Source: an optimization exercise on an open RTL-to-GDS flow (aim: small area, a short achievable clock period and few clock cycles per item). Production flows keep margins and buffers that such runs may drop.
In this exercise RTL edits were held to simulation tests only and were not proved equivalent to the original.
Power figures rest on the tool's default switching activity, not on a simulated workload.

Design axi4_lite_slave, start of the top module:
module axi4_lite_slave #(
    parameter ADDRESS     = 32,
    parameter DATA_WIDTH  = 32,
    parameter REG_COUNT   = 32
) (
    input  wire                        ACLK,
    input  wire                        ARESETN,
    input  wire [ADDRESS-1:0]          S_ARADDR,
    input  wire                        S_ARVALID,
    output wire                        S_ARREADY,
    output reg  [DATA_WIDTH-1:0]       S_RDATA,
    output reg  [1:0]                  S_RRESP,
    output reg                         S_RVALID,
    input  wire                        S_RREADY,
    input  wire [ADDRESS-1:0]          S_AWADDR,
    input  wire                        S_AWVALID,
    output wire                        S_AWREADY,
    input  wire [DATA_WIDTH-1:0]       S_WDATA,
    input  wire [(DATA_WIDTH/8)-1:0]   S_WSTRB,
    input  wire                        S_WVALID,
    output wire                        S_WREADY,
    output reg  [1:0]                  S_BRESP,
    output reg                         S_BVALID,
    input  wire                        S_BREADY
);
For scale: ~2300 cells after synthesis, about 150 I/O pins, about 42000 um^2 of cells after synthesis.
clock: 5.0 ns
lec_check: 0
cap_margin: 20
core_margin: 2
core_utilization: 55
cts_cluster_diameter: 80
cts_cluster_size: 25
setup_slack_margin: 2.8
slew_margin: 20
run.sh (not shown) runs the stock make flow with config.mk's settings and CLKGATE_MAP_FILE= SYNTH_SCRIPT=/design/flow/synth_recipe.tcl, a recipe that flattens the netlist after the stock synthesis.
Testbench counts at the start, summed over its fixed seeds: cycles 2,416, items 4,800.
Rerun with:
==> flow/flow/run.sh (new file) <==
#!/bin/bash
set -euo pipefail
bash standard.sh "BUFFER_PORTS_ARGS=-buffer_cell sky130_fd_sc_hd__buf_2" finish > standard.log 2>&1
==> flow/standard.sh (new file) <==
#!/bin/bash
# synth_recipe.tcl (not shown) runs the flow's synth.tcl, then flattens the netlist and writes it again
# the make line also repeats each setting of config.mk as NAME=value (left out here)
make -C /OpenROAD-flow-scripts/flow DESIGN_CONFIG=/design/flow/config.mk WORK_HOME=/design/flow/orfs CLKGATE_MAP_FILE= SYNTH_SCRIPT=/design/flow/synth_recipe.tcl "${@:-finish}"
Settings changed: CORE_UTILIZATION 55 to 40.
removed: flow/run.sh
Setup slack gets better by 0.017 ns.
Routed wire length shrinks by 1.4%.
Register-to-register slack gets better by 0.02 ns.
Power falls by 0.95%.
Design area drops by 0.97%.
Rerun with:
==> flow/run.sh (new file) <==
#!/bin/bash
# synth_recipe.tcl (not shown) runs the flow's synth.tcl, then flattens the netlist and writes it again
# the make line also repeats each setting of config.mk as NAME=value (left out here)
make -C /OpenROAD-flow-scripts/flow DESIGN_CONFIG=/design/flow/config.mk WORK_HOME=/design/flow/orfs CLKGATE_MAP_FILE= SYNTH_SCRIPT=/design/flow/synth_recipe.tcl finish
Settings changed: CAP_MARGIN 20 to 40, CTS_CLUSTER_DIAMETER 80 to default, CTS_CLUSTER_SIZE 25 to default, SLEW_MARGIN 20 to 40.
removed: flow/flow/run.sh
removed: flow/standard.sh
The changed run passed the timing, DRC and antenna checks. Wire length climbs slightly. Utilization increases by 2.8 points. Sequential share of layout area falls by 3.8 points. Via count increases by a few percent. Cell area goes up by a few percent. Synthesized cell count stays the same. Die area stays the same. Flip-flop and latch count stays the same.
Rerun with:
Settings changed: CAP_MARGIN 40 to 20, CTS_CLUSTER_DIAMETER from default to 100, CTS_CLUSTER_SIZE from default to 30, SLEW_MARGIN 40 to 20.
=> The new run completed with no timing, DRC or antenna violations. Utilization came out lower by 2.3 points. Sequential power stays flat. Sequential cell count is unchanged.


axi4_lite_slave again, from the RTL that the note above started with.
clock: 5.0 ns
lec_check: 0
cap_margin: 20
core_margin: 2
core_utilization: 40
cts_cluster_diameter: 80
cts_cluster_size: 25
setup_slack_margin: 2.8
slew_margin: 20
standard.sh (not shown) runs the stock make flow with config.mk's settings and CLKGATE_MAP_FILE= SYNTH_SCRIPT=/design/flow/synth_recipe.tcl, a recipe that flattens the netlist after the stock synthesis.
==> flow/flow/run.sh <==
#!/bin/bash
set -euo pipefail
bash standard.sh "BUFFER_PORTS_ARGS=-buffer_cell sky130_fd_sc_hd__buf_4" finish > standard.log 2>&1
The baseline completed with no timing, DRC or antenna violations.
Testbench counts at the start, summed over its fixed seeds: cycles 2,416, items 4,800.
==> next run, changes <==
==> flow/run.sh (new file) <==
#!/bin/bash
# synth_recipe.tcl (not shown) runs the flow's synth.tcl, then flattens the netlist and writes it again
# the make line also repeats each setting of config.mk as NAME=value (left out here)
make -C /OpenROAD-flow-scripts/flow DESIGN_CONFIG=/design/flow/config.mk WORK_HOME=/design/flow/orfs CLKGATE_MAP_FILE= SYNTH_SCRIPT=/design/flow/synth_recipe.tcl finish
- SETUP_SLACK_MARGIN: 2.8 -> 3.0
removed: flow/flow/run.sh
removed: flow/standard.sh
Outcome: Global-route usage rose by 1.7 points; hold slack loses 0.14 ns; non-clock buffer count goes up by 114; setup slack gains 0.044 ns; cell count increases by 3.0%; maximum frequency grows by 1.9%; final area climbs by 6.6%; total power rose by 7.6%; count of clock-buffer cells in the layout grows by 3; critical path depth went down by 4.
==> next run, changes <==
- SETUP_SLACK_MARGIN: 3.0 -> 2.7
What happened: Total power is lower by 7.3%. Cell count is lower by about 2%. Worst hold slack gains 0.24 ns. Via count is lower by about 3.6%.
==> next run, changes <==
- SETUP_SLACK_MARGIN: 2.7 -> 2.8
Outcome: The changed run finished clean. Setup slack gains 0.036 ns. Die area is unchanged. Register-to-register slack gains 0.06 ns. Via count fell by 0.50%. Final area rose by about 2.5%.


alpha:
axi4_lite_slave, a different RTL version from the one above (not shown whole).
For scale: roughly 2400 cells after synthesis, ~150 I/O pins, about 0.042 mm2 of cells after synthesis.
## axi4_lite_slave
module axi4_lite_slave #(
    parameter ADDRESS     = 32,
    parameter DATA_WIDTH  = 32,
    parameter REG_COUNT   = 32
) (
    input  wire                        ACLK,
    input  wire                        ARESETN,
    input  wire [ADDRESS-1:0]          S_ARADDR,
    input  wire                        S_ARVALID,
    output wire                        S_ARREADY,
    output reg  [DATA_WIDTH-1:0]       S_RDATA,
    output reg  [1:0]                  S_RRESP,
    output reg                         S_RVALID,
    input  wire                        S_RREADY,
    input  wire [ADDRESS-1:0]          S_AWADDR,
    input  wire                        S_AWVALID,
    output wire                        S_AWREADY,
    input  wire [DATA_WIDTH-1:0]       S_WDATA,
    input  wire [(DATA_WIDTH/8)-1:0]   S_WSTRB,
    input  wire                        S_WVALID,
    output wire                        S_WREADY,
    output reg  [1:0]                  S_BRESP,
    output reg                         S_BVALID,
    input  wire                        S_BREADY
);
clock: 5.0 ns
lec_check: 0
cap_margin: 20
core_margin: 2
core_utilization: 40
cts_cluster_diameter: 80
cts_cluster_size: 25
gpl_timing_driven: 1
setup_slack_margin: 2.8
slew_margin: 20
run.sh (not shown) runs the stock make flow with config.mk's settings and CLKGATE_MAP_FILE= SYNTH_SCRIPT=/design/flow/synth_recipe.tcl, a recipe that flattens the netlist after the stock synthesis.
Stock flow here: none of the scripts above is used.
Testbench counts of alpha, summed over its fixed seeds: cycles 2,416, items 4,800.
[inputs] beta vs alpha
- GPL_TIMING_DRIVEN removed (was 1)
==> flow/flow/run.sh (new file) <==
#!/bin/bash
set -euo pipefail
bash standard.sh "BUFFER_PORTS_ARGS=-buffer_cell sky130_fd_sc_hd__buf_2" finish > standard.log 2>&1
==> flow/standard.sh (new file) <==
#!/bin/bash
# synth_recipe.tcl (not shown) runs the flow's synth.tcl, then flattens the netlist and writes it again
# the make line also repeats each setting of config.mk as NAME=value (left out here)
make -C /OpenROAD-flow-scripts/flow DESIGN_CONFIG=/design/flow/config.mk WORK_HOME=/design/flow/orfs CLKGATE_MAP_FILE= SYNTH_SCRIPT=/design/flow/synth_recipe.tcl "${@:-finish}"
removed: flow/run.sh
Notes after the runs:
- Compared to alpha, the router laid down less metal wire for beta.
- Capture point of the worst path: regs[28][10]$_DFFE_PP_ -> beta, S_RDATA[31] -> alpha
- Between beta and alpha, minimum clock period after layout is lower for alpha, beta comes in above that.
- Number of clock buffers in the layout, beta and alpha: lower on alpha
- [compare] base=alpha new=beta: critical path depth in cells saw an increase, via count saw a decrease, worst setup slack saw a decrease, placed wire-length estimate after detailed placement saw a decrease, number of gates given a new drive strength after cts saw a decrease.
- Run comparison: alpha slowest library cell on the worst path edfxtp_1; beta slowest library cell on the worst path a21oi_2
- There was hardly any difference in share of power burned in the clock network between alpha and beta.
Inputs modified between beta and gamma:
- a change of SLEW_MARGIN from 20 to 10
- a change of CAP_MARGIN from 20 to 10
==> flow/run.sh (new file) <==
#!/bin/bash
# synth_recipe.tcl (not shown) runs the flow's synth.tcl, then flattens the netlist and writes it again
# the make line also repeats each setting of config.mk as NAME=value (left out here)
make -C /OpenROAD-flow-scripts/flow DESIGN_CONFIG=/design/flow/config.mk WORK_HOME=/design/flow/orfs CLKGATE_MAP_FILE= SYNTH_SCRIPT=/design/flow/synth_recipe.tcl finish
removed: flow/flow/run.sh
removed: flow/standard.sh
## What came out
beta → gamma: final core area utilization moved up; global-route track usage on met1 now sits higher.
Between beta and gamma, the via total after detailed routing is lower for beta.
gamma did not stop at any stage, and its layout met the timing, DRC and antenna checks.
Input-level comparison between delta and gamma:
- CAP_MARGIN now 20, was 10
- PLACE_DENSITY now 0.8, previously not set
- SLEW_MARGIN now 20, was 10
## What came out
Cmp delta vs gamma: portion of the layout cell area used by clock cells lower in delta
Fmax: delta below gamma
HPWL reported at the end of detailed placement for delta: about 8% down relative to gamma
delta: pre-CTS setup slack higher than gamma
As far as cell count is concerned, delta and gamma perform about the same.
Input-level comparison between epsilon and delta:
- swapping 80 for 60 in CTS_CLUSTER_DIAMETER
- swapping 25 for 30 in CTS_CLUSTER_SIZE
- clearing PLACE_DENSITY, which used to be 0.8
- Delta (epsilon minus delta): minimum period implied by the final worst setup slack lost 23 ps; count of clock-buffer cells in the layout dropped 8.
- Between delta and epsilon, the difference in area after detailed placement is negligible.
- In the reports for delta and epsilon, the larger global-route wire length before repair belongs to epsilon.
- The part of the power in combinational logic number comes out higher for delta vs epsilon.
- delta has lower total vias in the final route than epsilon.
- [compare] base=delta new=epsilon: highest net fanout along the worst path increased by 1 relative to the old numbers, non-clock buffer instance count of the final layout increased by about 0.7% relative to the old numbers, slack of the worst reg-to-reg path decreased by 40 ps relative to the old numbers.
- Horizontal extent of the die of epsilon is on par with delta.

[afterwards: timing with drivers on the ports]
Ports are ideal in the flow. The routed layouts listed here were re-timed in OpenROAD.
Step 1 assumes that a clkbuf_16 drives the clock port and a buf_2 every other input.
Step 2 also shifts input and output timing later by t, the mid clock arrival at the registers, as if the neighbouring blocks saw the same clock.
Slacks: ideal / step 1 / step 2; pairs: ideal / step 1.
run	shift t [ns]	setup slack, ns	hold slack, ns	latest minus earliest clock arrival (ns)	worst data-port slew with drivers (ns)
the first run of note 1	0.725	2.724 / 2.699 / 2.059	0.346 / 0.296 / 0.539	0.042 / 0.042	0.05
the second run of note 1	0.740	2.741 / 2.672 / 2.170	0.308 / 0.267 / 0.541	0.033 / 0.033	0.08
the third run of note 1	0.756	2.753 / 2.681 / 2.059	0.303 / 0.256 / 0.519	0.024 / 0.024	0.08
the fourth run of note 1	0.710	2.762 / 2.706 / 2.093	0.219 / 0.171 / 0.522	0.029 / 0.029	0.08
the first run of note 2	0.720	2.696 / 2.696 / 2.164	0.325 / 0.283 / 0.531	0.020 / 0.020	0.06
the second run of note 2	0.744	2.740 / 2.670 / 2.282	0.188 / 0.144 / 0.534	0.031 / 0.032	0.04
the third run of note 2	0.726	2.673 / 2.664 / 2.019	0.427 / 0.385 / 0.518	0.037 / 0.036	0.06
the fourth run of note 2	0.720	2.708 / 2.696 / 2.019	0.199 / 0.154 / 0.519	0.045 / 0.045	0.08
alpha	0.734	2.750 / 2.680 / 2.142	0.433 / 0.383 / 0.496	0.041 / 0.041	0.05
beta	0.731	2.697 / 2.684 / 2.015	0.441 / 0.396 / 0.469	0.032 / 0.032	0.04
gamma	0.733	2.752 / 2.681 / 2.138	0.432 / 0.382 / 0.496	0.045 / 0.044	0.05
delta	0.709	2.735 / 2.669 / 2.188	0.443 / 0.396 / 0.496	0.035 / 0.034	0.05
epsilon	0.728	2.758 / 2.691 / 2.164	0.429 / 0.383 / 0.491	0.049 / 0.048	0.05
After both steps every run listed still meets setup and hold. The setup slack of the third run of note 1, which loses most, moves by -0.072 ns with the drivers and by -0.694 ns with both steps.
